From an optimization exercise on the open Yosys and OpenROAD flow, aimed at small area; shortcuts taken in it are not production practice.
Only simulation tests tie the RTL to the original design; equivalence was not proved.
No activity file was given, so power comes from the tool's default toggle rates.

--- flow/run.sh ---
#!/bin/bash
# synth_recipe.tcl (not shown) runs the flow's synth.tcl, then flattens the netlist and writes it again
# the make line also repeats each setting of config.mk as NAME=value (left out here)
make -C /OpenROAD-flow-scripts/flow DESIGN_CONFIG=/design/flow/config.mk WORK_HOME=/design/flow/orfs CLKGATE_MAP_FILE= SYNTH_SCRIPT=/design/flow/synth_recipe.tcl finish
--- flow/design.v ---
`timescale 1ns / 1ps
module i2cMaster(clk, reset, go, rd, scl, sda, scl_int, sda_int, done, ready, shift_en);
input clk, reset;
input go;        
input rd;        
input scl, sda;  
output reg scl_int, sda_int;  
output done;      
output ready;     
output shift_en;  
localparam CW = 10;  
reg [CW-1:0] count;
reg stretch;
reg [3:0] state;
reg [3:0] bc;
reg nb;  
wire z8   = (count[CW-3:0] == 0);
wire ne   = z8 & (count[CW-1:CW-2] == 2'd0);
wire wbit = z8 & (count[CW-1:CW-2] == 2'd1);
wire pe   = z8 & (count[CW-1:CW-2] == 2'd2);
wire rbit = z8 & (count[CW-1:CW-2] == 2'd3);
wire win  = count[CW-1] & ~count[CW-2] & ~z8;  
wire idle = scl & sda;
wire bcz  = (bc == 4'd0);
assign done  = (state == 4'd0);
assign ready = wbit & (((state == 4'd5) & ~rd) | ((state == 4'd10) & nb) | (state == 4'd13));
wire bc_hi = bc[3] | (bc[2] & (bc[1] | bc[0]));              
wire bc_lo = ~bcz & ~bc[3] & ~(bc[2] & bc[1]);              
assign shift_en = (state == 4'd12) & rbit & (nb ? bc_hi : bc_lo);
wire bytest = (state == 4'd2) | (state == 4'd4) | (state == 4'd7) | (state == 4'd9) | (state == 4'd12);
reg txbit;
always @(*)
	case (state)
	4'd2: txbit = (bc == 4'd6) | (bc == 4'd5);
	4'd7: txbit = (bc == 4'd6) | (bc == 4'd5) | (bc == 4'd1);
	4'd4: txbit = (bc == 4'd1) | ((bc == 4'd3) & rd);
	default: txbit = 1'b0;
	endcase
always @(posedge clk)
	if (reset)
		count <= 0;
	else if (state == 4'd0)
		count <= 0;
	else if (!stretch)
		count <= count + 1'b1;
always @(posedge clk)
	if (reset)
		stretch <= 1'b0;
	else if (win)
		stretch <= ~scl;
always @(posedge clk)
	if (ne & (bcz | ~bytest))
		bc <= 4'd8;
	else if (~bcz & (((state == 4'd12) & rbit) | ((state != 4'd12) & bytest & wbit)))
		bc <= bc - 1'b1;
always @(posedge clk)
if (reset) begin
	scl_int <= 1'b1; sda_int <= 1'b1; state <= 4'd0;
end else
	case (state)
	4'd0: if (go & idle) begin nb <= 1'b0; state <= 4'd1; end
	4'd1: if (rbit) sda_int <= 1'b0;
	      else if (ne & ~sda_int) begin scl_int <= 1'b0; state <= 4'd2; end
	4'd2, 4'd4, 4'd7, 4'd9: begin
		if (wbit) begin
			if (~bcz) sda_int <= txbit;
		end else if (pe) scl_int <= 1'b1;
		else if (ne) begin
			scl_int <= 1'b0;
			if (bcz) begin
				sda_int <= 1'b1;
				case (state)
				4'd2: state <= 4'd3;
				4'd4: state <= 4'd5;
				4'd7: state <= 4'd8;
				default: begin state <= 4'd10; nb <= ~nb; end
				endcase
			end
		end
	end
	4'd3, 4'd5, 4'd8:
		if (pe) scl_int <= 1'b1;
		else if (ne) begin
			scl_int <= 1'b0; sda_int <= 1'b1;
			case (state)
			4'd3: state <= 4'd4;
			4'd5: state <= rd ? 4'd6 : 4'd9;
			default: state <= 4'd12;
			endcase
		end
	4'd6: if (wbit) scl_int <= 1'b1;
	      else if (rbit) sda_int <= 1'b0;
	      else if (ne & ~sda) begin scl_int <= 1'b0; state <= 4'd7; end
	4'd10: if (pe) scl_int <= 1'b1;
	       else if (ne) begin
	       	scl_int <= 1'b0;
	       	if (nb) begin sda_int <= 1'b1; state <= 4'd9; end
	       	else begin sda_int <= 1'b0; state <= 4'd11; end
	       end
	4'd11: if (pe) scl_int <= 1'b1;
	       else if (rbit) sda_int <= 1'b1;
	       else if (ne) begin scl_int <= 1'b1; sda_int <= 1'b1; state <= 4'd0; end
	4'd12: if (pe) scl_int <= 1'b1;
	       else if (ne) begin
	       	scl_int <= 1'b0;
	       	if (bcz) begin nb <= ~nb; state <= 4'd13; end
	       end
	4'd13: if (wbit) sda_int <= ~nb;
	       else if (pe) scl_int <= 1'b1;
	       else if (ne) begin
	       	scl_int <= 1'b0;
	       	if (nb) begin sda_int <= 1'b1; state <= 4'd12; end
	       	else begin sda_int <= 1'b0; state <= 4'd11; end
	       end
	default: ;
	endcase
endmodule
`timescale 1ns / 1ps
module controller(clk, reset, done, ready, shift_en, sda, go, rd, dh, dt, dn, v16);
input clk, reset;
input done, ready;
input shift_en, sda;    
output go;
output rd;
output reg [1:0] dh;    
output reg [3:0] dt;    
output reg [3:0] dn;    
output reg v16;         
reg [4:0] state;
reg [8:0] S;     
reg [1:0] D2t;
reg [3:0] D1t;
assign go = (state == 5'd1) | (state == 5'd7);
assign rd = state[3];
always @(posedge clk)
if (reset) begin
	state <= 5'd0; dh <= 2'd3; dt <= 4'd14; dn <= 4'd14; v16 <= 1'b0;
end else begin
	if (shift_en) S <= {S[7:0], sda};
	case (state)
	5'd0: if (done) state <= 5'd1;
	5'd1: state <= 5'd2;
	5'd2: if (ready) state <= 5'd4;
	5'd4: if (ready) state <= 5'd6;
	5'd5: if (done) state <= 5'd6;
	5'd6: if (done) state <= 5'd7;
	5'd7: state <= 5'd8;
	5'd8: if (ready) state <= 5'd9;
	5'd9: if (ready) state <= 5'd10;
	5'd10: begin
		S[7:0] <= S[8] ? 8'd0 - S[7:0] : S[7:0];
		D1t <= 4'd0; D2t <= 2'd0; state <= 5'd11;
	end
	5'd11: if (done) state <= 5'd12;
	5'd12: state <= 5'd13;
	5'd13: if (S[7:0] > 8'd99) begin D2t <= D2t + 1'b1; S[7:0] <= S[7:0] - 8'd100; end
	       else state <= 5'd14;
	5'd14: if (S[6:0] > 7'd9) begin D1t <= D1t + 1'b1; S[6:0] <= S[6:0] - 7'd10; end
	       else state <= 5'd15;
	5'd15: state <= 5'd16;
	5'd16: begin v16 <= 1'b1; state <= 5'd17; end
	5'd17: begin dh <= D2t; state <= 5'd18; end
	5'd18: begin dt <= D1t; state <= 5'd19; end
	5'd19: begin dn <= S[3:0]; state <= 5'd5; end
	default: ;
	endcase
end
endmodule
`timescale 1ns / 1ps
module LCDI(clk, reset, dh, dt, dn, v16, dataout, control);
input clk, reset;
input [1:0] dh;   
input [3:0] dt;   
input [3:0] dn;   
input v16;        
output reg [3:0] dataout;
output [2:0] control;  
localparam M_INIT = 2'd0, M_CFG = 2'd1, M_LINE = 2'd2, M_CHAR = 2'd3;
reg [1:0] mode;
reg [3:0] ph;
reg [19:0] delay;
reg [4:0] idx;     
reg [3:0] DR;      
wire dz  = (delay == 20'd0);
wire m0  = (mode == M_INIT);
wire adv = dz | (m0 & (ph == 4'd0));
reg [3:0] clo;
always @(*)
	case (idx)
	5'd0:  clo = (dh == 2'd3) ? 4'hE : {2'b00, dh};
	5'd1:  clo = dt;
	5'd2:  clo = dn;
	5'd16: clo = v16 ? 4'h9 : 4'hE;
	default: clo = 4'hE;
	endcase
reg [3:0] cmdlo;
always @(*)
	case (idx[1:0])
	2'd0: cmdlo = 4'h8;
	2'd1: cmdlo = 4'h6;
	2'd2: cmdlo = 4'hC;
	default: cmdlo = 4'h1;
	endcase
reg [3:0] hi, lo;
always @(*) begin
	case (mode)
	M_CFG:  hi = {2'b00, idx[1:0] == 2'd0, 1'b0};
	M_LINE: hi = {1'b1, idx[4], 2'b00};
	default: hi = (DR == 4'hE) ? 4'hF : {1'b0, idx[4], ~idx[4], ~idx[4]};
	endcase
	case (mode)
	M_CFG:  lo = cmdlo;
	M_LINE: lo = 4'h0;
	default: lo = DR;
	endcase
end
reg [1:0] nmode;
reg [3:0] nph;
always @(*) begin
	nmode = mode; nph = ph + 1'b1;
	if (m0)
		case (ph)
		4'd9:  begin nmode = M_CFG; nph = 4'd0; end
		4'd11, 4'd13: begin nmode = M_LINE; nph = 4'd0; end
		4'd12: if (idx != 5'd0) begin nmode = M_LINE; nph = 4'd0; end
		default: ;
		endcase
	else if (ph == 4'd0) begin
		if (mode == M_CFG && idx == 5'd0) begin nmode = M_INIT; nph = 4'd10; end
	end else if (ph == 4'd9) begin
		nph = 4'd0;
		if (mode == M_LINE) nmode = M_CHAR;
		else if (mode == M_CHAR && (idx[3:0] == 4'd15)) begin nmode = M_INIT; nph = 4'd12; end
	end
end
reg [19:0] nd;
always @(*)
	if (nmode == M_INIT)
		case (nph)
		4'd1: nd = 20'd750_000;
		4'd3: nd = 20'd205_000;
		4'd5: nd = 20'd5_000;
		4'd7, 4'd9: nd = 20'd2_000;
		4'd10: nd = 20'd82_000;
		4'd13: nd = 20'd1_000_000;
		4'd2, 4'd4, 4'd6, 4'd8: nd = 20'd12;
		default: nd = 20'd0;
		endcase
	else
		case (nph)
		4'd2, 4'd4, 4'd6, 4'd8: nd = 20'd2;
		4'd3, 4'd7: nd = 20'd12;
		4'd5: nd = 20'd50;
		4'd9: nd = 20'd2_000;
		default: nd = 20'd0;
		endcase
assign control[2] = m0 ? (ph == 4'd2 | ph == 4'd4 | ph == 4'd6 | ph == 4'd8)
                       : (ph == 4'd3 | ph == 4'd7);
assign control[1] = (mode == M_CHAR) & (ph == 4'd2 | ph == 4'd3 | ph == 4'd4 |
                                        ph == 4'd6 | ph == 4'd7 | ph == 4'd8);
assign control[0] = 1'b0;
always @(posedge clk)
	delay <= adv ? nd : delay - 1'b1;
always @(posedge clk)
	if (adv & ~m0 & (ph == 4'd0)) DR <= clo;
always @(posedge clk)
	if (adv) begin
		if (m0 & (ph == 4'd9)) idx <= 5'd28;
		else if (~m0 & (ph == 4'd9) & (mode != M_LINE)) idx <= idx + 1'b1;
	end
always @(posedge clk)
if (reset) begin
	mode <= M_INIT; ph <= 4'd0; dataout <= 4'd0;
end else if (adv) begin
	mode <= nmode; ph <= nph;
	if (m0) begin
		if (ph == 4'd1 | ph == 4'd3 | ph == 4'd5) dataout <= 4'h3;
		else if (ph == 4'd7) dataout <= 4'h2;
	end else begin
		if (ph == 4'd1) dataout <= hi;
		else if (ph == 4'd5) dataout <= lo;
	end
end
endmodule
`timescale 1ns / 1ps
module temp_display(clk, reset, dataout, control, scl_in, sda_in, scl_out, sda_out);
input clk, reset;
input scl_in, sda_in;     
output scl_out, sda_out;  
output [3:0] dataout;
output [2:0] control;
wire go, rd, done, ready, shift_en;
wire [1:0] dh;
wire [3:0] dt, dn;
wire v16;
i2cMaster I2c(.clk(clk), .reset(reset), .go(go), .rd(rd), .scl(scl_in), .sda(sda_in),
              .scl_int(scl_out), .sda_int(sda_out), .done(done), .ready(ready), .shift_en(shift_en));
controller Control(.clk(clk), .reset(reset), .done(done), .ready(ready), .shift_en(shift_en),
                   .sda(sda_in), .go(go), .rd(rd), .dh(dh), .dt(dt), .dn(dn), .v16(v16));
LCDI display(.clk(clk), .reset(reset), .dh(dh), .dt(dt), .dn(dn), .v16(v16),
             .dataout(dataout), .control(control));
endmodule
--- flow/constraint.sdc ---
create_clock -name core_clock -period 10.0 [get_ports {clk}]
set_input_delay 2.0000 -clock core_clock [delete_from_list [all_inputs] [get_ports {clk}]]
set_output_delay 2.0000 -clock core_clock [all_outputs]
set_load 0.01 [all_outputs]
--- flow/config.mk ---
export PLATFORM = sky130hd
export DESIGN_NAME = temp_display
export DESIGN_NICKNAME = temp_display
export VERILOG_FILES = /design/flow/design.v
export SDC_FILE = /design/flow/constraint.sdc
export NUM_CORES = 4
export LEC_CHECK = 0
export CAP_MARGIN = 20
export CORE_MARGIN = 2
export CORE_UTILIZATION = 40
export SLEW_MARGIN = 20
==> parameters.txt, run 1 <==
Parameter                              Value

Run status
  Outcome ... no timing/DRC/antenna violations

Routing
  Detailed-route via count ... around 5900
  Via-to-Cell Ratio ... 5.67
  DRT iter0 DRCs ... 470
  Overall routed net length ... 16300 um
  DRT antenna net count ... 0
  Router iterations before antenna repair ... 5
  Wire length per cell after detailed routing ... ~16 um
  DRC errors left ... 0

Synth
  Flip-flop and latch count after synthesis ... just over 90
  Prevailing post-synth register cell ... dfxtp_1
  Cell Area, Synth ... 0.00687 sq mm
  Register area share after synthesis ... 30.5%
  Average cell area after synthesis ... between 8 and 9 sq um
  Fraction of registers with async set or reset after synthesis ... 0%
  Synth cell types ... 89
  Syn Inst Count ... between 800 and 900
  Yosys warnings ... 3
  Syn nets ... between 800 and 900
  Count of flip-flops with a built-in enable after synthesis ... 25

Power
  Switching part of the total power ... approximately 45%
  Internal portion of total power ... between 1000 and 1500 uW
  Total power of the final layout ... between 1500 and 2000 uW
  Worst ir drop on vdd ... between 0.15 and 0.2 mV
  Power density normalized to cell area ... approximately 260 mW/mm^2
  P_leak ... between 0.002 and 0.003 uW
  Share of power burned in registers ... between 20 and 30%
  Share of total power in the clock network ... between 10% and 20%
  Net switching power ... between 800 and 900 uW
  Relative contribution of combinational cells to total power ... about 53%

Placement
  Area of placed instances ... 0.00703 sq mm
  Half-perimeter wire length of the detailed placement result ... approximately 11000 um
  Quantity of I/O buffers inserted on ports ... 11
  Pre-CTS setup slack ... ~6.1 ns
  Routability Congestion ... 0.897

Floorplan
  DIE AREA ... ~0.018 sq mm
  Core ar. ... approximately 0.017 sq mm
  Row Count ... 47
  Effective utilization at floorplan ... between 40% and 50%
  Die Span Y ... between 100 and 150 um
  Horiz. Die Dim ... about 140 um
  IO Count ... 13

STA
  Slew at the pin closest to its max-slew limit ... between 0.9 and 1 ns
  Final period demand of the worst path ... around 4.3 ns
  Clock Skews ... approximately 0.01 ns
  Post-route clock period utilization ... a little over two fifths
  Setup total negative slack ... 0 ns
  Final Hold Violating Endpoints ... 0
  Worst hold slack across all endpoints ... 0.454 ns
  Final Max Tran Viols ... 0
  Final WS setup ... 5.67 ns
  Setup repair after global routing missed its margin ... false
  Max Clk Rate ... 0.231 GHz
  Slew Limit Headroom ... between 30 and 40%
  # setup viols final ... 0

Clocking
  Clock transition at the registers of the reported paths ... ~0.07 ns
  Postcts setup bufs ... 0
  Clock root cell ... clkbuf_16
  Clock H-tree levels ... 3
  Post-cts repair resize count ... 0
  Clk Latency, worst-skew pair ... ~0.36 ns
  Maximum buffer depth of the clock tree ... 2
  TritonCTS Sinks ... 92
  Total CTS buffers ... 9
  Cts-stage hold buffer count ... 0
  Clock tree from TritonCTS ... yes

GRT
  Maximum number of pins on one net before global-route repair ... 35
  Global-route usage over all layers ... 18.3%
  First-pass GRT wire length ... ~27000 um
  Total grt overflow ... 0
  Via count of the first global-routing pass ... between 5000 and 6000
  Antenna violations before repair ... 0

Worst setup path
  Flop-to-flop setup slack ... between 6 and 7 ns
  Top delay family on crit path ... buffers and inverters
  Critical path's slowest cell ... ha_1
  Start-to-end type of the worst setup path ... reg -> out
  Number of buffer and inverter instances along the worst setup path ... 3
  Highest net fanout along the worst path ... 16
  Worst stage delay on the critical path ... roughly 0.57 ns
  Critical-path cell list ... inv_1, ha_1, inv_1, nand2_1, o21ai_0, clkdlybuf4s50_1
  Data arrival time of the critical path ... approximately 2.3 ns
  Crit path capture type ... primary output
  Most prevalent standard cell on the critical path ... inv_1
  Req. time, crit path ... about 8.0 ns
  Crit start category ... register

Cells and area
  Ratio of cells with drive above 1 in the final layout ... 6.05%
  Layout Nets ... approximately 860
  Final Instance Area ... about 0.0073 sq mm
  Count of inserted antenna diode cells ... 0
  Synth-to-Final Area Change ... 6.48%

Hold path
  Kind of path behind the tightest hold check ... reg -> reg

Flow run
  Total of max-cap violations ... 0
layer usage:
metal,GRT usage (%),vias to the layer above,share of wire (%)
met4,4.46,0,0.99
met1,25.0,2794,49
met2,29.9,99,47
li1,-,3038,-
met5,0,-,0
met3,3.64,9,3.2
logic make-up after synthesis:
logic type / after synthesis / synth area share (%)
mux: 29 / 4.28
flops: 92 / 30.5
simple gates: 335 / 25.7
compound gates: 226 / 22.0
other cells: 1 / 0.0546
buf+inv: 93 / 5.79
xor+xnor: 39 / 4.97
fa+ha+maj: 37 / 6.74
final cells by class:
type | count | area [sq um]
clock buffer | 10 | 239
clock inverter | 6 | 46.3
fill | 1706 | 9390
inverter | 36 | 135
multi-input combinational | 667 | 4380
sequential | 92 | 2090
tap | 220 | 275
timing repair buffer | 16 | 148
Yosys cell counts (4+ instances only):
library cell	count	area share, %
nand3_1	24	1.7
nand4_1	8	0.73
nor3b_1	7	0.77
and2_1	11	1.0
and3b_1	4	0.51
a31oi_1	12	1.1
and3_1	6	0.55
nor2_1	94	5.1
or2_2	7	0.64
nor3_1	29	2.1
o21ai_0	48	3.5
o211ai_1	4	0.44
a22oi_1	9	0.98
buf_2	6	0.44
a211o_1	9	1.1
a21oi_1	46	3.4
nor4_1	7	0.64
a221o_1	5	0.73
nand2_1	75	4.1
mux2i_1	26	3.8
inv_1	36	2.0
dfxtp_1	67	20
a211oi_1	11	1.2
nand3b_1	5	0.55
nand2b_1	9	0.82
or3_1	11	1.0
nor2b_1	13	1.2
xnor2_1	25	3.2
o221ai_1	6	0.77
a21o_1	5	0.55
clkbuf_1	43	2.3
o22ai_1	14	1.3
o21ai_1	13	0.95
edfxtp_1	25	11
xor2_1	14	1.8
ha_1	37	6.7
power by group through the flow:
stage          clock [uW]  combinational (uW)  sequential, uW
3_3_place_gp            0                 982             560
2_1_floorplan           0                 851             512
6_report              337                 985             554
4_1_cts               350                 985             553
3_5_place_dp            0                 980             561
5_1_grt               363                1100             568
stage by stage:
step	cells	util, %
after floorplan	852	-
after global placement	1031	42.1
after detailed placement	1031	42.1
after CTS	1047	43.8
after global routing	1047	43.8
final	1047	43.8
sequential cells by signal, indices dropped and copies added, names as in the netlist, 2 cells and up:
signal           flops
Control.S            9
I2c.count           10
Control.state        5
I2c.state            4
display.ph           4
display.mode         2
display.idx          5
Control.D1t          4
Control.dn           4
Control.D2t          2
display.delay       20
Control.dt           4
Control.dh           2
display.dataout      4
display.DR           4
I2c.bc               4
placed cells by master, fill, tap and decap left out, types with 14 or more instances in the layout:
master / n
nand2_1: 75
xnor2_1: 25
inv_1: 36
dfxtp_1: 67
mux2i_1: 26
o21ai_0: 48
edfxtp_1: 25
xor2_1: 14
a21oi_1: 46
nor3_1: 29
ha_1: 37
nor2_1: 94
o22ai_1: 14
nand3_1: 24
worst reg2reg max path: cells and delay by family, from the launching register on:
kind            cells  cell delay [ns]
simple gates        2             0.39
compound gates      4             1.60
fa+ha+maj           1             0.57
flops               1             0.35
buf+inv             2             0.38
worst paths after layout:
path,from,end,cells past startpoint
worst min-delay path,display.dataout[3]$_SDFFE_PP0P_,display.dataout[3]$_SDFFE_PP0P_,2
worst max-delay path,display.mode[0]$_SDFFE_PP0N_,control[2],6
worst max register to register,display.mode[0]$_SDFFE_PP0N_,display.delay[3]$_DFF_P_,9
worst min register to register,display.dataout[3]$_SDFFE_PP0P_,display.dataout[3]$_SDFFE_PP0P_,2
==> run 2, diff against run 1 <==
--- a/flow/design.v
+++ b/flow/design.v
@@ -1,3 +1,3 @@
 `timescale 1ns / 1ps
-module i2cMaster(clk, reset, go, rd, scl, sda, scl_int, sda_int, done, ready, shift_en);
+module i2cMaster(clk, reset, go, rd, scl, sda, scl_int, sda_int, done, ready, shift_en, sbit);
 input clk, reset;
@@ -10,2 +10,3 @@
 output shift_en;  
+output sbit;      
 localparam CW = 10;  
@@ -28,2 +29,3 @@
 wire bc_lo = ~bcz & ~bc[3] & ~(bc[2] & bc[1]);              
+assign sbit = ~nb & (bc == 4'd5);
 assign shift_en = (state == 4'd12) & rbit & (nb ? bc_hi : bc_lo);
@@ -118,6 +120,6 @@
 `timescale 1ns / 1ps
-module controller(clk, reset, done, ready, shift_en, sda, go, rd, dh, dt, dn, v16);
+module controller(clk, reset, done, ready, shift_en, sbit, sda, go, rd, dh, dt, dn, v16);
 input clk, reset;
 input done, ready;
-input shift_en, sda;    
+input shift_en, sbit, sda;  
 output go;
@@ -128,38 +130,60 @@
 output reg v16;         
+localparam [4:0]
+	S_INIT = 5'd0,  S_GOW = 5'd1, S_RDY1 = 5'd2, S_RDY2 = 5'd3, S_WAIT = 5'd4,
+	S_GOR = 5'd5, S_RDY3 = 5'd6, S_RDY4 = 5'd7, S_NEG = 5'd8, S_DONE = 5'd9,
+	S_C12 = 5'd11, S_H0 = 5'd12, S_T0 = 5'd16, S_W15 = 5'd26, S_W16 = 5'd27,
+	S_W17 = 5'd28, S_W18 = 5'd29, S_W19 = 5'd30, S_W5 = 5'd31;
 reg [4:0] state;
-reg [8:0] S;     
-reg [1:0] D2t;
-reg [3:0] D1t;
-assign go = (state == 5'd1) | (state == 5'd7);
-assign rd = state[3];
+reg sign;
+reg [1:0] wh;
+reg [3:0] wt, wo;
+assign go = (state == S_GOW) | (state == S_GOR);
+assign rd = (state == S_RDY3);
+wire b = sda ^ sign;
+wire [3:0] oa = (wo > 4'd4) ? wo + 4'd3 : wo;
+wire [3:0] ta = (wt > 4'd4) ? wt + 4'd3 : wt;
 always @(posedge clk)
 if (reset) begin
-	state <= 5'd0; dh <= 2'd3; dt <= 4'd14; dn <= 4'd14; v16 <= 1'b0;
+	state <= S_INIT; dh <= 2'd3; dt <= 4'd14; dn <= 4'd14; v16 <= 1'b0;
 end else begin
-	if (shift_en) S <= {S[7:0], sda};
+	if (shift_en) begin
+		if (sbit) begin
+			sign <= sda; wh <= 2'd0; wt <= 4'd0; wo <= 4'd0;
+		end else begin
+			wh <= {wh[0], ta[3]}; wt <= {ta[2:0], oa[3]}; wo <= {oa[2:0], b};
+		end
+	end
 	case (state)
-	5'd0: if (done) state <= 5'd1;
-	5'd1: state <= 5'd2;
-	5'd2: if (ready) state <= 5'd4;
-	5'd4: if (ready) state <= 5'd6;
-	5'd5: if (done) state <= 5'd6;
-	5'd6: if (done) state <= 5'd7;
-	5'd7: state <= 5'd8;
-	5'd8: if (ready) state <= 5'd9;
-	5'd9: if (ready) state <= 5'd10;
-	5'd10: begin
-		S[7:0] <= S[8] ? 8'd0 - S[7:0] : S[7:0];
-		D1t <= 4'd0; D2t <= 2'd0; state <= 5'd11;
+	S_INIT: if (done) state <= S_GOW;
+	S_GOW: state <= S_RDY1;
+	S_RDY1: if (ready) state <= S_RDY2;
+	S_RDY2: if (ready) state <= S_WAIT;
+	S_WAIT: if (done) state <= S_GOR;
+	S_GOR: state <= S_RDY3;
+	S_RDY3: if (ready) state <= S_RDY4;
+	S_RDY4: if (ready) state <= S_NEG;
+	S_NEG: begin
+		if (sign) begin
+			if (wh == 2'd2 && wt == 4'd5 && wo == 4'd5) begin
+				wh <= 2'd0; wt <= 4'd0; wo <= 4'd0;
+			end else if (wo != 4'd9) wo <= wo + 1'b1;
+			else begin
+				wo <= 4'd0;
+				if (wt != 4'd9) wt <= wt + 1'b1;
+				else begin wt <= 4'd0; wh <= wh + 1'b1; end
+			end
+		end
+		state <= S_DONE;
 	end
-	5'd11: if (done) state <= 5'd12;
-	5'd12: state <= 5'd13;
-	5'd13: if (S[7:0] > 8'd99) begin D2t <= D2t + 1'b1; S[7:0] <= S[7:0] - 8'd100; end
-	       else state <= 5'd14;
-	5'd14: if (S[6:0] > 7'd9) begin D1t <= D1t + 1'b1; S[6:0] <= S[6:0] - 7'd10; end
-	       else state <= 5'd15;
-	5'd15: state <= 5'd16;
-	5'd16: begin v16 <= 1'b1; state <= 5'd17; end
-	5'd17: begin dh <= D2t; state <= 5'd18; end
-	5'd18: begin dt <= D1t; state <= 5'd19; end
-	5'd19: begin dn <= S[3:0]; state <= 5'd5; end
+	S_DONE: if (done) state <= S_C12;
+	S_C12: state <= S_H0;
+	5'd12, 5'd13, 5'd14: state <= (state[1:0] == wh) ? S_T0 : state + 1'b1;
+	5'd16, 5'd17, 5'd18, 5'd19, 5'd20, 5'd21, 5'd22, 5'd23, 5'd24, 5'd25:
+		state <= (state[3:0] == wt) ? S_W15 : state + 1'b1;
+	S_W15: state <= S_W16;
+	S_W16: begin v16 <= 1'b1; state <= S_W17; end
+	S_W17: begin dh <= wh; state <= S_W18; end
+	S_W18: begin dt <= wt; state <= S_W19; end
+	S_W19: begin dn <= wo; state <= S_W5; end
+	S_W5: state <= S_WAIT;
 	default: ;
@@ -183,3 +207,3 @@
 reg [3:0] DR;      
-wire dz  = (delay == 20'd0);
+wire dz  = (delay == 20'hFFFFF);
 wire m0  = (mode == M_INIT);
@@ -239,10 +263,10 @@
 		case (nph)
-		4'd1: nd = 20'd750_000;
-		4'd3: nd = 20'd205_000;
-		4'd5: nd = 20'd5_000;
-		4'd7, 4'd9: nd = 20'd2_000;
-		4'd10: nd = 20'd82_000;
-		4'd13: nd = 20'd1_000_000;
-		4'd2, 4'd4, 4'd6, 4'd8: nd = 20'd12;
-		default: nd = 20'd0;
+		4'd1: nd = 20'hBCDDB;
+		4'd3: nd = 20'hF1D74;
+		4'd5: nd = 20'hD09DF;
+		4'd7, 4'd9: nd = 20'h11274;
+		4'd10: nd = 20'h806C3;
+		4'd13: nd = 20'hD4CD1;
+		4'd2, 4'd4, 4'd6, 4'd8: nd = 20'hE38FF;
+		default: nd = 20'hFFFFF;
 		endcase
@@ -250,7 +274,7 @@
 		case (nph)
-		4'd2, 4'd4, 4'd6, 4'd8: nd = 20'd2;
-		4'd3, 4'd7: nd = 20'd12;
-		4'd5: nd = 20'd50;
-		4'd9: nd = 20'd2_000;
-		default: nd = 20'd0;
+		4'd2, 4'd4, 4'd6, 4'd8: nd = 20'h3FFFF;
+		4'd3, 4'd7: nd = 20'hE38FF;
+		4'd5: nd = 20'hC52C4;
+		4'd9: nd = 20'h11274;
+		default: nd = 20'hFFFFF;
 		endcase
@@ -262,3 +286,3 @@
 always @(posedge clk)
-	delay <= adv ? nd : delay - 1'b1;
+	delay <= adv ? nd : {delay[18:0], delay[19] ^ delay[16]};
 always @(posedge clk)
@@ -291,3 +315,3 @@
 output [2:0] control;
-wire go, rd, done, ready, shift_en;
+wire go, rd, done, ready, shift_en, sbit;
 wire [1:0] dh;
@@ -296,4 +320,4 @@
 i2cMaster I2c(.clk(clk), .reset(reset), .go(go), .rd(rd), .scl(scl_in), .sda(sda_in),
-              .scl_int(scl_out), .sda_int(sda_out), .done(done), .ready(ready), .shift_en(shift_en));
-controller Control(.clk(clk), .reset(reset), .done(done), .ready(ready), .shift_en(shift_en),
+              .scl_int(scl_out), .sda_int(sda_out), .done(done), .ready(ready), .shift_en(shift_en), .sbit(sbit));
+controller Control(.clk(clk), .reset(reset), .done(done), .ready(ready), .shift_en(shift_en), .sbit(sbit),
                    .sda(sda_in), .go(go), .rd(rd), .dh(dh), .dt(dt), .dn(dn), .v16(v16));
==> flow/flow/run.sh (new file) <==
#!/bin/bash
# Layout flow: the standard synthesis, then the combinational logic between
# the registers is re-mapped for area with ABC (registers, their names and cell
# types are kept), the re-mapped netlist is proven equivalent to the standard
# one, and the standard ORFS flow lays it out. Each tool's output goes to a log
# file of its own in the work folder.
set -euo pipefail
W=$(pwd)
R=$W/orfs/results/${FLOW_PLATFORM}/temp_display/base
LIB=${FLOW_HOME}/platforms/${FLOW_PLATFORM}/lib/sky130_fd_sc_hd__tt_025C_1v80.lib
YOSYS=yosys
command -v yosys >/dev/null 2>&1 || YOSYS=${FLOW_HOME}/../tools/install/yosys/bin/yosys

bash standard.sh synth > $W/synth.log 2>&1
cp $R/1_2_yosys.v $W/synth_standard.v

# cells the synthesis must not use, as the standard synthesis was told
DU=$(grep -o -- "-dont_use [^ ]*" $(ls $W/orfs/logs/${FLOW_PLATFORM}/temp_display/base/1_2_yosys.log) | sort -u | tr '\n' ' ')
# register and tie cells stay as they are
SEQ=$(grep -o "sky130_fd_sc_hd__[a-z0-9_]*" $W/synth_standard.v | sort -u | grep -E "__(df|edf|sdf|dl|conb)" | tr '\n' ' ')

remap() {  # remap SCRIPT OUT LOG
	cat > $W/remap_$1.ys <<EOY
read_liberty -ignore_miss_func $LIB
setattr -mod -set blackbox 1 $SEQ
read_verilog $W/synth_standard.v
hierarchy -top ${FLOW_TOP}
flatten
opt_clean
abc -liberty $LIB $DU -script $W/flow/$1.abc
opt_clean -purge
hilomap -singleton -hicell sky130_fd_sc_hd__conb_1 HI -locell sky130_fd_sc_hd__conb_1 LO
insbuf -buf sky130_fd_sc_hd__buf_4 A X
splitnets
opt_clean -purge
tee -q -o $W/remap_$1_stat.txt stat -liberty $LIB
write_verilog -noexpr -noattr -nohex -nodec $2
EOY
	$YOSYS -s $W/remap_$1.ys > $3 2>&1
}

prove() {  # prove NETLIST LOG: the netlist does what the standard one does
	cat > $W/prove.ys <<EOY
read_liberty -ignore_miss_func $LIB
setattr -mod -set blackbox 1 $SEQ
read_verilog $W/synth_standard.v
rename ${FLOW_TOP} gold
read_verilog $1
rename ${FLOW_TOP} gate
hierarchy -check
flatten gold gate
opt_clean
equiv_make gold gate equiv
hierarchy -top equiv
equiv_simple
equiv_status -assert
EOY
	$YOSYS -s $W/prove.ys > $2 2>&1
}

area() { grep "Chip area" $1 | awk '{print $NF}'; }

best=$W/synth_standard.v
$YOSYS -p "read_liberty -lib $LIB; read_verilog $W/synth_standard.v; hierarchy -top ${FLOW_TOP}; tee -q -o $W/standard_stat.txt stat -liberty $LIB" > $W/standard_stat.log 2>&1
best_area=$(area $W/standard_stat.txt)
echo "standard synthesis: $best_area" > $W/remap_summary.txt
for s in deep map; do
	if remap $s $W/remap_$s.v $W/remap_$s.log && prove $W/remap_$s.v $W/prove_$s.log; then
		a=$(area $W/remap_${s}_stat.txt)
		echo "$s: $a (proven)" >> $W/remap_summary.txt
		if awk "BEGIN{exit !($a < $best_area)}"; then best=$W/remap_$s.v; best_area=$a; fi
	else
		echo "$s: failed" >> $W/remap_summary.txt
	fi
done
echo "using $best" >> $W/remap_summary.txt
cp $best $R/1_2_yosys.v
rm -f $R/1_synth.odb $R/1_synth.sdc
bash standard.sh > $W/layout.log 2>&1
==> flow/flow/deep.abc (new file) <==
strash; &get -n; &deepsyn -T 60; &put; dch -f; map -a; topo
==> flow/flow/map.abc (new file) <==
strash; dch; map -a; topo
==> flow/standard.sh (new file) <==
#!/bin/bash
# synth_recipe.tcl (not shown) runs the flow's synth.tcl, then flattens the netlist and writes it again
# the make line also repeats each setting of config.mk as NAME=value (left out here)
make -C /OpenROAD-flow-scripts/flow DESIGN_CONFIG=/design/flow/config.mk WORK_HOME=/design/flow/orfs CLKGATE_MAP_FILE= SYNTH_SCRIPT=/design/flow/synth_recipe.tcl "${@:-finish}"
removed: flow/run.sh
==> run 2 against run 1 <==
Still clean on timing, DRC and antenna. Utilization increased by 2.4 points. Power decreased by 44%. Cell count decreased by 20%. Wire length decreased by 22%. Synthesized area decreased by 31%. Clock power about the same. Sequential share of layout area increased by 8.6 points. Count of clock-buffer cells in the layout unchanged. Critical endpoint unchanged. Highest routed layer unchanged.
==> parameters.txt, run 2 <==
Parameter                              Value

Routing
  Wire length per cell after detailed routing ... 15.3 um (was 15.6 um)
  Overall routed net length ... 12700 um (was 16300 um)
  Router iterations before antenna repair ... 6 (was 5)
  DRT iter0 DRCs ... 400 (was 470)
  DRC errors left ... 0 (unchanged)
  DRT antenna net count ... 0 (unchanged)
  Detailed-route via count ... 4653 (was 5940)
  Via-to-Cell Ratio ... 5.59 (was 5.67)

Power
  Worst ir drop on vdd ... 0.137 mV (was 0.191 mV)
  P_leak ... 0.00184 uW (was 0.00271 uW)
  Switching part of the total power ... 34.4% (was 44.9%)
  Internal portion of total power ... 688 uW (was 1030 uW)
  Share of power burned in registers ... 43.2% (was 29.5%)
  Power density normalized to cell area ... 198 mW/mm^2 (was 256 mW/mm^2)
  Net switching power ... 360 uW (was 842 uW)
  Relative contribution of combinational cells to total power ... 24.6% (was 52.5%)
  Share of total power in the clock network ... 32.2% (was 18.0%)

GRT
  Total grt overflow ... 0 (unchanged)
  Via count of the first global-routing pass ... 4450 (was 5441)
  Global-route usage over all layers ... 20.6% (was 18.3%)
  Antenna violations before repair ... 0 (unchanged)
  Maximum number of pins on one net before global-route repair ... 20 (was 35)
  First-pass GRT wire length ... 21400 um (was 27200 um)

Placement
  Quantity of I/O buffers inserted on ports ... 11 (unchanged)
  Routability Congestion ... 0.952 (was 0.897)
  Half-perimeter wire length of the detailed placement result ... 9570 um (was 11500 um)
  Area of placed instances ... 0.00501 sq mm (was 0.00703 sq mm)
  Cell Count Post-Placement ... 817 (was 1031)

Hold path
  Worst Hold Launch ... display.delay[11]$_DFF_P_ (was display.dataout[3]$_SDFFE_PP0P_)
  Kind of path behind the tightest hold check ... reg -> reg (unchanged)
  Hold worst-path end ... display.delay[12]$_DFF_P_ (was display.dataout[3]$_SDFFE_PP0P_)
  Hold path depth ... 2 (unchanged)

Clocking
  Clk Latency, worst-skew pair ... 0.36 ns (about the same)
  Post-cts repair resize count ... 0 (unchanged)
  Clock tree from TritonCTS ... yes (unchanged)
  TritonCTS Sinks ... 88 (was 92)
  Clock transition at the registers of the reported paths ... 0.07 ns (about the same)
  Total CTS buffers ... 9 (unchanged)
  Clock root cell ... clkbuf_16 (unchanged)
  Maximum buffer depth of the clock tree ... 2 (unchanged)
  Clock H-tree levels ... 3 (unchanged)
  Cts-stage hold buffer count ... 0 (unchanged)
  Postcts setup bufs ... 0 (unchanged)

STA
  Final Hold Violating Endpoints ... 0 (unchanged)
  Max Clk Rate ... 0.222 GHz (was 0.231 GHz)
  Setup total negative slack ... 0 ns (unchanged)
  Slew at the pin closest to its max-slew limit ... 1.05 ns (was 0.942 ns)
  Final Max Tran Viols ... 0 (unchanged)
  # setup viols final ... 0 (unchanged)
  Slew Limit Headroom ... 29.6% (was 37.2%)
  Setup repair after global routing missed its margin ... false (unchanged)
  Worst hold slack across all endpoints ... 0.425 ns (was 0.454 ns)
  Final period demand of the worst path ... 4.50 ns (was 4.33 ns)
  Post-route clock period utilization ... 45.0% (was 43.3%)
  Clock Skews ... 0.0111 ns (was 0.0100 ns)

Synth
  Yosys warnings ... 3 (unchanged)
  Cell Area, Synth ... 0.00473 sq mm (was 0.00687 sq mm)
  Syn Inst Count ... 665 (was 852)
  Average cell area after synthesis ... 7.12 sq um (was 8.06 sq um)
  Syn nets ... 669 (was 893)

Worst setup path
  Crit start category ... register (unchanged)
  Req. time, crit path ... 8.00 ns (about the same)
  Worst r2r src ... I2c.state[3]$_SDFFE_PP0P_ (was display.mode[0]$_SDFFE_PP0N_)
  Highest net fanout along the worst path ... 9 (was 16)
  Critical-path cell list ... clkinv_1, nand2_1, nor3_1, a21oi_1, clkinv_1, a21oi_1, clkdlybuf4s50_1 (was inv_1, ha_1, inv_1, nand2_1, o21ai_0, clkdlybuf4s50_1)
  Worst reg2reg path endpoint ... Control.wt[1]$_DFFE_PN_ (was display.delay[3]$_DFF_P_)
  Worst stage delay on the critical path ... 0.55 ns (was 0.57 ns)
  Flop-to-flop setup slack ... 6.18 ns (was 6.62 ns)
  Start-to-end type of the worst setup path ... reg -> out (unchanged)
  Crit path capture type ... primary output (unchanged)
  Critical path's slowest cell ... clkdlybuf4s50_1 (was ha_1)
  Logic depth of the worst register-to-register path ... 14 (was 9)
  Data arrival time of the critical path ... 2.50 ns (was 2.33 ns)

Floorplan
  Row Count ... 39 (was 47)
  Die Span Y ... 113 um (was 135 um)
  IO Count ... 13 (unchanged)
  DIE AREA ... 0.0127 sq mm (was 0.0182 sq mm)
  Horiz. Die Dim ... 113 um (was 135 um)
  Core ar. ... 0.0115 sq mm (was 0.0167 sq mm)
  Effective utilization at floorplan ... 41.3% (was 41.1%)

Cells and area
  Final Instance Count excl. Fillers ... 833 (was 1047)
  Top Registers ... display.delay x20, I2c.count x10 (was display.delay x20, I2c.count x10, Control.S x9)
  Register with the most flip-flops ... display.delay (unchanged)
  FILL cells ... 1177 (was 1706)
  Count of inserted antenna diode cells ... 0 (unchanged)
  Synth-to-Final Area Change ... 12.0% (was 6.48%)
  Most used cells in the layout excluding fill and tap cells ... clkinv_1, nor2_1, dfxtp_1 (was nor2_1, nand2_1, dfxtp_1)
  Layout Nets ... 689 (was 863)
  Final Instance Area ... 0.00530 sq mm (was 0.00731 sq mm)
  Post-route core utilization ... 46.2% (was 43.8%)
  Number of flip-flops in the largest register ... 20 (unchanged)
  Most common cell after layout, fill and taps aside ... clkinv_1 (was nor2_1)
  Ratio of cells with drive above 1 in the final layout ... 4.06% (was 6.05%)

Flow run
  Total of max-cap violations ... 0 (unchanged)

Run status
  Outcome ... no timing/DRC/antenna violations (unchanged)
[run 2: worst max-delay path by stage]
stage                  to                        from
6_report       control[2]  display.ph[0]$_SDFFE_PP0N_
5_1_grt        control[2]  display.ph[0]$_SDFFE_PP0N_
4_1_cts        control[2]  display.ph[0]$_SDFFE_PP0N_
3_5_place_dp   control[2]  display.ph[0]$_SDFFE_PP0N_
3_3_place_gp   control[2]  display.ph[0]$_SDFFE_PP0N_
2_1_floorplan  control[2]  display.ph[0]$_SDFFE_PP0N_
[run 2: per-layer routing]
metal / part of all wire (%) / GRT usage [%] / vias to the layer above
met4: 3.0 / 10.6 / 0
met1: 43 / 25.2 / 2145
li1: - / - / 2329
met5: 0 / 0 / -
met3: 4.3 / 3.11 / 32
met2: 49 / 35.2 / 147
[run 2: layout make-up]
class | instances | area, sq um | share of cell area, %
Timing Repair Buffer | 14 | 133 | 2.50
Multi-Input combinational cell | 452 | 2270 | 42.9
Clock buffer | 10 | 250 | 4.72
Sequential cell | 88 | 1970 | 37.2
Inverter | 120 | 450 | 8.49
Clock inverter | 6 | 45.0 | 0.849
Tap cell | 143 | 179 | 3.37
[run 2: through the flow]
stage | total power [uW] | setup WS [ns]
after global routing | 1110 | 5.27
final | 1050 | 5.50
after floorplan | 632 | 6.61
after CTS | 1050 | 5.54
after global placement | 713 | 5.96
after detailed placement | 712 | 5.93
[run 2: worst max-delay path, delay by kind of cell, from the launching register on]
family	cells	cell delay, ns
simple gates	2	0.28
buf+inv	3	1.01
compound gates	2	0.44
flops	1	0.42
[run 2: power by group through the flow]
stage	Sequential, uW	Combinational (uW)	Clock, uW
finish	453	258	337
global route	459	296	356
CTS	452	253	344
detailed placement	460	252	0
global placement	460	254	0
floorplan	448	184	0
==> run 3, diff against run 2 <==
--- a/flow/flow/run.sh
+++ b/flow/flow/run.sh
@@ -78,2 +78,3 @@
 rm -f $R/1_synth.odb $R/1_synth.sdc
-bash standard.sh > $W/layout.log 2>&1
+# port buffers: the smallest buffer cell
+bash standard.sh "BUFFER_PORTS_ARGS=-buffer_cell sky130_fd_sc_hd__buf_1" finish > $W/layout.log 2>&1
--- a/flow/config.mk
+++ b/flow/config.mk
@@ -10,2 +10,3 @@
 export CORE_UTILIZATION = 40
+export CTS_BUF_LIST = sky130_fd_sc_hd__clkbuf_8
 export SLEW_MARGIN = 20
==> run 3 against run 2 <==
Critical path type unchanged. Worst setup slack gained 0.42 ns. Worst hold slack gained 0.0081 ns. Combinational power is essentially flat. Synthesized area is the same. Die area is the same. Clock skew grew 0.0022 ns. Cell count is the same. Highest routed layer unchanged. Count of clock-buffer cells in the layout shrank 1. Flip-flop and latch count is the same.
==> parameters.txt, run 3 <==
Parameter                              Value

Clocking
  Post-cts repair resize count ... 0 (unchanged)
  Postcts setup bufs ... 0 (unchanged)
  Clock root cell ... clkbuf_8 (was clkbuf_16)
  Clock transition at the registers of the reported paths ... 0.08 ns (was 0.07 ns)
  Clock H-tree levels ... 3 (unchanged)
  TritonCTS Sinks ... 88 (unchanged)
  Total CTS buffers ... 9 (unchanged)
  Maximum buffer depth of the clock tree ... 2 (unchanged)
  Clock tree from TritonCTS ... yes (unchanged)
  Clk Latency, worst-skew pair ... 0.38 ns (was 0.36 ns)
  Cts-stage hold buffer count ... 0 (unchanged)

STA
  Slew at the pin closest to its max-slew limit ... 0.919 ns (was 1.05 ns)
  Max Clk Rate ... 0.245 GHz (was 0.222 GHz)
  Setup total negative slack ... 0 ns (unchanged)
  Final Hold Violating Endpoints ... 0 (unchanged)
  Final Max Tran Viols ... 0 (unchanged)
  Slew Limit Headroom ... 38.1% (was 29.6%)
  Post-route clock period utilization ... 40.8% (was 45.0%)
  Setup repair after global routing missed its margin ... false (unchanged)
  Clock Skews ... 0.0132 ns (was 0.0111 ns)
  # setup viols final ... 0 (unchanged)
  Final period demand of the worst path ... 4.08 ns (was 4.50 ns)

Placement
  Cell Count Post-Placement ... 817 (unchanged)
  Routability Congestion ... 0.957 (was 0.952)
  Half-perimeter wire length of the detailed placement result ... 9550 um (was 9570 um)
  Quantity of I/O buffers inserted on ports ... 11 (unchanged)

Floorplan
  Row Count ... 39 (unchanged)
  Die Span Y ... 113 um (unchanged)
  IO Count ... 13 (unchanged)
  Horiz. Die Dim ... 113 um (unchanged)
  DIE AREA ... 0.0127 sq mm (unchanged)
  Core ar. ... 0.0115 sq mm (unchanged)
  Effective utilization at floorplan ... 41.3% (unchanged)

Power
  P_leak ... 0.00178 uW (was 0.00184 uW)
  Internal portion of total power ... 637 uW (was 688 uW)
  Relative contribution of combinational cells to total power ... 26.0% (was 24.6%)
  Net switching power ... 343 uW (was 360 uW)
  Worst ir drop on vdd ... 0.144 mV (was 0.137 mV)
  Switching part of the total power ... 35.0% (was 34.4%)
  Power density normalized to cell area ... 191 mW/mm^2 (was 198 mW/mm^2)
  Share of total power in the clock network ... 27.7% (was 32.2%)
  Share of power burned in registers ... 46.3% (was 43.2%)

Worst setup path
  Top delay family on crit path ... buffers and inverters (unchanged)
  Req. time, crit path ... 8.00 ns (about the same)
  Critical path's slowest cell ... dfxtp_1 (was clkdlybuf4s50_1)
  Number of buffer and inverter instances along the worst setup path ... 3 (unchanged)
  Worst stage delay on the critical path ... 0.44 ns (was 0.55 ns)
  Crit path capture type ... primary output (unchanged)
  Start-to-end type of the worst setup path ... reg -> out (unchanged)
  Highest net fanout along the worst path ... 9 (unchanged)
  Data arrival time of the critical path ... 2.08 ns (was 2.50 ns)
  Crit start category ... register (unchanged)
  Critical-path cell list ... clkinv_1, nand2_1, nor3_1, a21oi_1, clkinv_1, a21oi_1, buf_1 (was clkinv_1, nand2_1, nor3_1, a21oi_1, clkinv_1, a21oi_1, clkdlybuf4s50_1)

Cells and area
  Synth-to-Final Area Change ... 8.78% (was 12.0%)
  Final Instance Count excl. Fillers ... 833 (unchanged)
  Top Registers ... display.delay x20, I2c.count x10 (unchanged)
  Layout Nets ... 689 (unchanged)
  Most common cell after layout, fill and taps aside ... clkinv_1 (unchanged)
  Number of flip-flops in the largest register ... 20 (unchanged)
  Count of inserted antenna diode cells ... 0 (unchanged)
  Ratio of cells with drive above 1 in the final layout ... 3.77% (was 4.06%)
  FILL cells ... 1146 (was 1177)
  Register with the most flip-flops ... display.delay (unchanged)
  Most used cells in the layout excluding fill and tap cells ... clkinv_1, nor2_1, dfxtp_1 (unchanged)

Synth
  Syn nets ... 669 (unchanged)
  Cell Area, Synth ... 0.00473 sq mm (unchanged)
  Yosys warnings ... 3 (unchanged)
  Syn Inst Count ... 665 (unchanged)
  Average cell area after synthesis ... 7.12 sq um (unchanged)

Routing
  Via-to-Cell Ratio ... 5.64 (was 5.59)
  Detailed-route via count ... 4695 (was 4653)
  Router iterations before antenna repair ... 6 (unchanged)
  Overall routed net length ... 12700 um (about the same)
  DRC errors left ... 0 (unchanged)
  DRT iter0 DRCs ... 352 (was 400)
  Wire length per cell after detailed routing ... 15.3 um (about the same)
  DRT antenna net count ... 0 (unchanged)

GRT
  Antenna violations before repair ... 0 (unchanged)
  First-pass GRT wire length ... 21400 um (about the same)
  Via count of the first global-routing pass ... 4468 (was 4450)
  Total grt overflow ... 0 (unchanged)
  Global-route usage over all layers ... 20.7% (was 20.6%)
  Maximum number of pins on one net before global-route repair ... 20 (unchanged)

Run status
  Outcome ... no timing/DRC/antenna violations (unchanged)

Flow run
  Total of max-cap violations ... 0 (unchanged)

Hold path
  Kind of path behind the tightest hold check ... reg -> reg (unchanged)
-- run 3: changes by cell type in the layout (fill, tap and decap cells not counted), sizes merged --
cell / delta
inv: -1
clkbuf: -1
bufinv: +2
clkinv: -1
buf: +11
clkdlybuf4s50: -11
clkinvlp: +1
-- run 3: worst min-delay path, stage by stage, from the launching register on --
cell,delay (ns)
dfxtp_1,0.32
clkinv_1,0.04
nor2_1,0.03
-- run 3: through the flow --
stage	instance area, sq um	power [uW]	hold slack [ns]	utilization [%]	setup WS (ns)
floorplan	4730	632	0.403	-	6.61
global placement	4940	714	0.415	43.1	6.38
detailed placement	4940	710	0.421	43.1	6.34
CTS	5150	985	0.432	44.9	5.93
global route	5150	1040	0.453	44.9	5.72
finish	5150	981	0.433	44.9	5.92
-- run 3: worst paths after layout --
| kind | start | cells past startpoint | end | slack, ns |
|---|---|---|---|---|
| setup / recovery | display.ph[0]$_SDFFE_PP0N_ | 7 | control[2] | 5.92 |
| setup reg to reg | I2c.state[3]$_SDFFE_PP0P_ | 14 | Control.wt[1]$_DFFE_PN_ | 6.35 |
| hold / removal | display.delay[11]$_DFF_P_ | 2 | display.delay[12]$_DFF_P_ | 0.43 |
| hold reg to reg | display.delay[11]$_DFF_P_ | 2 | display.delay[12]$_DFF_P_ | 0.43 |
-- run 3: power by group through the flow --
stage / registers, uW / clock network, uW / logic, uW
final: 454 / 272 / 255
after detailed placement: 461 / 0 / 249
after global routing: 460 / 294 / 289
after global placement: 460 / 0 / 254
after floorplan: 448 / 0 / 184
after CTS: 453 / 280 / 252
-- run 3: area by class of cell --
cell class | instances | area [sq um] | share of cell area (%)
clock buffers | 9 | 124 | 2.41
multi-input cells | 452 | 2270 | 44.2
inverters | 120 | 450 | 8.75
well taps | 143 | 179 | 3.48
flip-flops and latches | 88 | 1970 | 38.3
clock inverters | 7 | 86.3 | 1.68
repair buffers | 14 | 63.8 | 1.24
-- run 3: layer usage --
| layer | vias up | global-route usage, % | part of all wire (%) |
|---|---|---|---|
| met5 | - | 0 | 0 |
| met3 | 45 | 3.32 | 4.7 |
| met2 | 177 | 35.1 | 48 |
| li1 | 2345 | - | - |
| met4 | 0 | 12.2 | 4.1 |
| met1 | 2128 | 24.9 | 43 |
==> run 4, diff against run 3 <==
--- a/flow/design.v
+++ b/flow/design.v
@@ -1,3 +1,3 @@
 `timescale 1ns / 1ps
-module i2cMaster(clk, reset, go, rd, scl, sda, scl_int, sda_int, done, ready, shift_en, sbit);
+module i2cMaster(clk, reset, go, rd, scl, sda, scl_int, sda_int, done, shift_en, sbit);
 input clk, reset;
@@ -8,3 +8,2 @@
 output done;      
-output ready;     
 output shift_en;  
@@ -26,3 +25,2 @@
 assign done  = (state == 4'd0);
-assign ready = wbit & (((state == 4'd5) & ~rd) | ((state == 4'd10) & nb) | (state == 4'd13));
 wire bc_hi = bc[3] | (bc[2] & (bc[1] | bc[0]));              
@@ -120,8 +118,8 @@
 `timescale 1ns / 1ps
-module controller(clk, reset, done, ready, shift_en, sbit, sda, go, rd, dh, dt, dn, v16);
+module controller(clk, reset, done, shift_en, sbit, sda, go, rd, dh, dt, dn, v16);
 input clk, reset;
-input done, ready;
+input done;             
 input shift_en, sbit, sda;  
 output go;
-output rd;
+output rd;              
 output reg [1:0] dh;    
@@ -131,4 +129,4 @@
 localparam [4:0]
-	S_INIT = 5'd0,  S_GOW = 5'd1, S_RDY1 = 5'd2, S_RDY2 = 5'd3, S_WAIT = 5'd4,
-	S_GOR = 5'd5, S_RDY3 = 5'd6, S_RDY4 = 5'd7, S_NEG = 5'd8, S_DONE = 5'd9,
+	S_INIT = 5'd0, S_GOW = 5'd1, S_ACCW = 5'd2, S_WAIT = 5'd3,
+	S_GOR = 5'd5, S_ACCR = 5'd6, S_DONE = 5'd7,
 	S_C12 = 5'd11, S_H0 = 5'd12, S_T0 = 5'd16, S_W15 = 5'd26, S_W16 = 5'd27,
@@ -140,4 +138,11 @@
 assign go = (state == S_GOW) | (state == S_GOR);
-assign rd = (state == S_RDY3);
+assign rd = (state == S_DONE);
 wire b = sda ^ sign;
+wire o9 = (wo == 4'd9);
+wire t9 = (wt == 4'd9);
+wire w255 = wh[1] & (wt == 4'd5) & (wo == 4'd5);
+wire inc = sign & ~w255;
+wire [1:0] hT = w255 & sign ? 2'd0 : wh + (inc & o9 & t9);
+wire [3:0] tT = w255 & sign ? 4'd0 : (inc & o9) ? (t9 ? 4'd0 : wt + 1'b1) : wt;
+wire [3:0] oT = w255 & sign ? 4'd0 : inc ? (o9 ? 4'd0 : wo + 1'b1) : wo;
 wire [3:0] oa = (wo > 4'd4) ? wo + 4'd3 : wo;
@@ -145,5 +150,2 @@
 always @(posedge clk)
-if (reset) begin
-	state <= S_INIT; dh <= 2'd3; dt <= 4'd14; dn <= 4'd14; v16 <= 1'b0;
-end else begin
 	if (shift_en) begin
@@ -155,34 +157,23 @@
 	end
+always @(posedge clk)
+if (reset) begin
+	state <= S_INIT; dh <= 2'd3; dt <= 4'd14; dn <= 4'd14; v16 <= 1'b0;
+end else
 	case (state)
 	S_INIT: if (done) state <= S_GOW;
-	S_GOW: state <= S_RDY1;
-	S_RDY1: if (ready) state <= S_RDY2;
-	S_RDY2: if (ready) state <= S_WAIT;
+	S_GOW: state <= S_ACCW;
+	S_ACCW: if (~done) state <= S_WAIT;
 	S_WAIT: if (done) state <= S_GOR;
-	S_GOR: state <= S_RDY3;
-	S_RDY3: if (ready) state <= S_RDY4;
-	S_RDY4: if (ready) state <= S_NEG;
-	S_NEG: begin
-		if (sign) begin
-			if (wh == 2'd2 && wt == 4'd5 && wo == 4'd5) begin
-				wh <= 2'd0; wt <= 4'd0; wo <= 4'd0;
-			end else if (wo != 4'd9) wo <= wo + 1'b1;
-			else begin
-				wo <= 4'd0;
-				if (wt != 4'd9) wt <= wt + 1'b1;
-				else begin wt <= 4'd0; wh <= wh + 1'b1; end
-			end
-		end
-		state <= S_DONE;
-	end
+	S_GOR: state <= S_ACCR;
+	S_ACCR: if (~done) state <= S_DONE;
 	S_DONE: if (done) state <= S_C12;
 	S_C12: state <= S_H0;
-	5'd12, 5'd13, 5'd14: state <= (state[1:0] == wh) ? S_T0 : state + 1'b1;
+	5'd12, 5'd13, 5'd14: state <= (state[1:0] == hT) ? S_T0 : state + 1'b1;
 	5'd16, 5'd17, 5'd18, 5'd19, 5'd20, 5'd21, 5'd22, 5'd23, 5'd24, 5'd25:
-		state <= (state[3:0] == wt) ? S_W15 : state + 1'b1;
+		state <= (state[3:0] == tT) ? S_W15 : state + 1'b1;
 	S_W15: state <= S_W16;
 	S_W16: begin v16 <= 1'b1; state <= S_W17; end
-	S_W17: begin dh <= wh; state <= S_W18; end
-	S_W18: begin dt <= wt; state <= S_W19; end
-	S_W19: begin dn <= wo; state <= S_W5; end
+	S_W17: begin dh <= hT; state <= S_W18; end
+	S_W18: begin dt <= tT; state <= S_W19; end
+	S_W19: begin dn <= oT; state <= S_W5; end
 	S_W5: state <= S_WAIT;
@@ -190,3 +181,2 @@
 	endcase
-end
 endmodule
@@ -315,3 +305,3 @@
 output [2:0] control;
-wire go, rd, done, ready, shift_en, sbit;
+wire go, rd, done, shift_en, sbit;
 wire [1:0] dh;
@@ -320,4 +310,4 @@
 i2cMaster I2c(.clk(clk), .reset(reset), .go(go), .rd(rd), .scl(scl_in), .sda(sda_in),
-              .scl_int(scl_out), .sda_int(sda_out), .done(done), .ready(ready), .shift_en(shift_en), .sbit(sbit));
-controller Control(.clk(clk), .reset(reset), .done(done), .ready(ready), .shift_en(shift_en), .sbit(sbit),
+              .scl_int(scl_out), .sda_int(sda_out), .done(done), .shift_en(shift_en), .sbit(sbit));
+controller Control(.clk(clk), .reset(reset), .done(done), .shift_en(shift_en), .sbit(sbit),
                    .sda(sda_in), .go(go), .rd(rd), .dh(dh), .dt(dt), .dn(dn), .v16(v16));
--- a/flow/flow/run.sh
+++ b/flow/flow/run.sh
@@ -66,3 +66,3 @@
 echo "standard synthesis: $best_area" > $W/remap_summary.txt
-for s in deep map; do
+for s in amap nf deep; do
 	if remap $s $W/remap_$s.v $W/remap_$s.log && prove $W/remap_$s.v $W/prove_$s.log; then
==> flow/flow/amap.abc (new file) <==
strash; &get -n; &deepsyn -T 30 -S 1; &put; dch -f; amap; topo
==> flow/flow/deep.abc (replaced) <==
strash; &get -n; &deepsyn -T 30 -S 1; &put; dch -f; map -a; topo
==> flow/flow/nf.abc (new file) <==
strash; &get -n; &deepsyn -T 30 -S 1; &dch -f; &nf -R 1000; &put; topo
removed: flow/flow/map.abc
==> run 4 against run 3 <==
Still clean. Sequential power is 11% lower. Worst setup slack worse by 0.35 ns. Clock skew down 0.0026 ns. Global-route usage fell by 2.7 points. Clock power down 5%.
==> parameters.txt, run 4 <==
Parameter                              Value

Clocking
  Total CTS buffers ... 9 (unchanged)
  TritonCTS Sinks ... 88 (unchanged)
  Clock root cell ... clkbuf_8 (unchanged)
  Post-cts repair resize count ... 0 (unchanged)
  Clock H-tree levels ... 3 (unchanged)
  Clock tree from TritonCTS ... yes (unchanged)
  Postcts setup bufs ... 0 (unchanged)
  Clock transition at the registers of the reported paths ... 0.10 ns (was 0.08 ns)
  Maximum buffer depth of the clock tree ... 2 (unchanged)
  Cts-stage hold buffer count ... 0 (unchanged)
  Clk Latency, worst-skew pair ... 0.37 ns (was 0.38 ns)

Run status
  Outcome ... no timing/DRC/antenna violations (unchanged)

GRT
  First-pass GRT wire length ... 18700 um (was 21400 um)
  Global-route usage over all layers ... 18.0% (was 20.7%)
  Maximum number of pins on one net before global-route repair ... 28 (was 20)
  Total grt overflow ... 0 (unchanged)
  Antenna violations before repair ... 0 (unchanged)
  Via count of the first global-routing pass ... 3944 (was 4468)

Cells and area
  Number of flip-flops in the largest register ... 20 (unchanged)
  Layout Nets ... 591 (was 689)
  Post-route core utilization ... 45.2% (was 44.9%)
  FILL cells ... 1144 (was 1146)
  Most used cells in the layout excluding fill and tap cells ... nand2_1, nor2_1, dfxtp_1 (was clkinv_1, nor2_1, dfxtp_1)
  Top Registers ... display.delay x20, I2c.count x10 (unchanged)
  Synth-to-Final Area Change ... 8.87% (was 8.78%)
  Ratio of cells with drive above 1 in the final layout ... 3.04% (was 3.77%)
  Register with the most flip-flops ... display.delay (unchanged)
  Count of inserted antenna diode cells ... 0 (unchanged)
  Most common cell after layout, fill and taps aside ... nand2_1 (was clkinv_1)

Worst setup path
  Req. time, crit path ... 8.00 ns (about the same)
  Top delay family on crit path ... simple AND/OR/NAND/NOR gates (was buffers and inverters)
  Crit path capture type ... primary output (unchanged)
  Data arrival time of the critical path ... 2.43 ns (was 2.08 ns)
  Worst stage delay on the critical path ... 0.69 ns (was 0.44 ns)
  Critical path's slowest cell ... nor4_1 (was dfxtp_1)
  Highest net fanout along the worst path ... 9 (unchanged)
  Start-to-end type of the worst setup path ... reg -> out (unchanged)
  Critical-path cell list ... clkinv_1, nor4_1, a21oi_1, o22ai_1, buf_1 (was clkinv_1, nand2_1, nor3_1, a21oi_1, clkinv_1, a21oi_1, buf_1)
  Crit start category ... register (unchanged)
  Number of buffer and inverter instances along the worst setup path ... 2 (was 3)

STA
  Final period demand of the worst path ... 4.43 ns (was 4.08 ns)
  Final Max Tran Viols ... 0 (unchanged)
  # setup viols final ... 0 (unchanged)
  Setup repair after global routing missed its margin ... false (unchanged)
  Setup total negative slack ... 0 ns (unchanged)
  Slew Limit Headroom ... 37.9% (was 38.1%)
  Final Hold Violating Endpoints ... 0 (unchanged)
  Max Clk Rate ... 0.226 GHz (was 0.245 GHz)
  Post-route clock period utilization ... 44.3% (was 40.8%)
  Clock Skews ... 0.0106 ns (was 0.0132 ns)
  Slew at the pin closest to its max-slew limit ... 0.932 ns (was 0.919 ns)

Routing
  Via-to-Cell Ratio ... 5.83 (was 5.64)
  DRC errors left ... 0 (unchanged)
  Overall routed net length ... 10800 um (was 12700 um)
  Wire length per cell after detailed routing ... 14.8 um (was 15.3 um)
  Router iterations before antenna repair ... 8 (was 6)
  Detailed-route via count ... 4269 (was 4695)
  DRT iter0 DRCs ... 232 (was 352)
  DRT antenna net count ... 0 (unchanged)

Floorplan
  DIE AREA ... 0.0122 sq mm (was 0.0127 sq mm)
  Horiz. Die Dim ... 111 um (was 113 um)
  Effective utilization at floorplan ... 41.5% (was 41.3%)
  Row Count ... 38 (was 39)
  Die Span Y ... 111 um (was 113 um)
  Core ar. ... 0.0109 sq mm (was 0.0115 sq mm)
  IO Count ... 13 (unchanged)

Synth
  Cell Area, Synth ... 0.00454 sq mm (was 0.00473 sq mm)
  Syn nets ... 573 (was 669)
  Average cell area after synthesis ... 7.98 sq um (was 7.12 sq um)
  Syn Inst Count ... 569 (was 665)
  Yosys warnings ... 3 (unchanged)

Power
  Power density normalized to cell area ... 147 mW/mm^2 (was 191 mW/mm^2)
  P_leak ... 0.00168 uW (was 0.00178 uW)
  Worst ir drop on vdd ... 0.109 mV (was 0.144 mV)

Hold path
  Kind of path behind the tightest hold check ... reg -> reg (unchanged)

Placement
  Half-perimeter wire length of the detailed placement result ... 7960 um (was 9550 um)
  Quantity of I/O buffers inserted on ports ... 11 (unchanged)
  Routability Congestion ... 0.906 (was 0.957)

Flow run
  Total of max-cap violations ... 0 (unchanged)
run 4: stage by stage:
stage          hold WS, ns  std cells  setup WS, ns  total power, uW  instance area (sq um)
4_1_cts              0.440        732          5.59              734                   4940
3_3_place_gp         0.422        716          6.12              474                   4730
6_report             0.438        732          5.57              726                   4940
5_1_grt              0.465        732          5.34              759                   4940
3_5_place_dp         0.430        716          6.04              474                   4730
2_1_floorplan        0.410        569          6.47              452                   4540
run 4: path summary, 6_finish.rpt:
check	startpoint	end	slack, ns	cells after the start
worst min-delay path	display.delay[12]$_DFF_P_	display.delay[13]$_DFF_P_	0.44	2
worst max register to register	display.idx[0]$_SDFFCE_PP0P_	display.delay[3]$_DFF_P_	6.53	9
worst min register to register	display.delay[12]$_DFF_P_	display.delay[13]$_DFF_P_	0.44	2
worst max-delay path	display.ph[3]$_SDFFE_PP0N_	control[2]	5.57	5
run 4: cell type report:
type	instances	area (sq um)	share of cell area [%]
clock buffers	9	124	2.51
well taps	140	175	3.54
flip-flops and latches	88	1970	39.9
repair buffers	12	48.8	0.987
inverters	15	56.3	1.14
clock inverters	7	87.6	1.77
multi-input cells	461	2480	50.2
run 4: where the power goes:
| part | internal, uW | switching (uW) | total [uW] |
|---|---|---|---|
| clock network | 121 | 138 | 259 |
| registers | 383 | 20.8 | 403 |
| logic | 24.8 | 38.9 | 63.7 |
| total | 528 | 198 | 726 |
run 4: routing by layer:
layer  track usage, %  up-vias  routed length (um)
li1                 -     2154                   -
met1             24.7     1981                5120
met2             28.4      118                5020
met3             4.17       16                 520
met4             5.25        0                 171
met5                0        -                   0
run 4: worst reg2reg max path, delay by kind of cell, from the launching register on:
family	cells	cell delay, ns
DFF	1	0.59
muxes	1	0.40
and+or+nand+nor	3	1.22
AOI/OAI and AO/OA	5	1.16

[what the ideal ports hide]
The flow's constraints put no driver on any port. The routed layouts listed below were extracted and timed again, unchanged, in two steps.
Step 1: set_driving_cell puts a clkbuf_16 on clk and a buf_2 on each other input, an assumption about the parent block.
Step 2 adds t to the input delays and takes it off the output delays; t is the mean of the earliest and latest rising clock arrival at the registers after step 1. Input paths then give back, and output paths get back, about the clock's delay inside the block.
Three values: no drivers, after step 1, after step 2; two values: the first two.
run | shift t [ns] | setup slack, ns | hold WS [ns] | slew at the worst register clock pin (ns) | pins driven straight from the clock port
run 1 | 0.399 | 5.667 / 5.624 / 6.022 | 0.454 / 0.454 / 0.454 | 0.08 / 0.08 | 1
run 2 | 0.388 | 5.497 / 5.460 / 5.847 | 0.425 / 0.425 / 0.425 | 0.07 / 0.07 | 1
run 3 | 0.408 | 5.921 / 5.889 / 6.297 | 0.433 / 0.433 / 0.433 | 0.09 / 0.09 | 1
run 4 | 0.396 | 5.571 / 5.539 / 5.935 | 0.438 / 0.438 / 0.438 | 0.10 / 0.10 | 1
After both steps setup and hold are still met in every run listed.
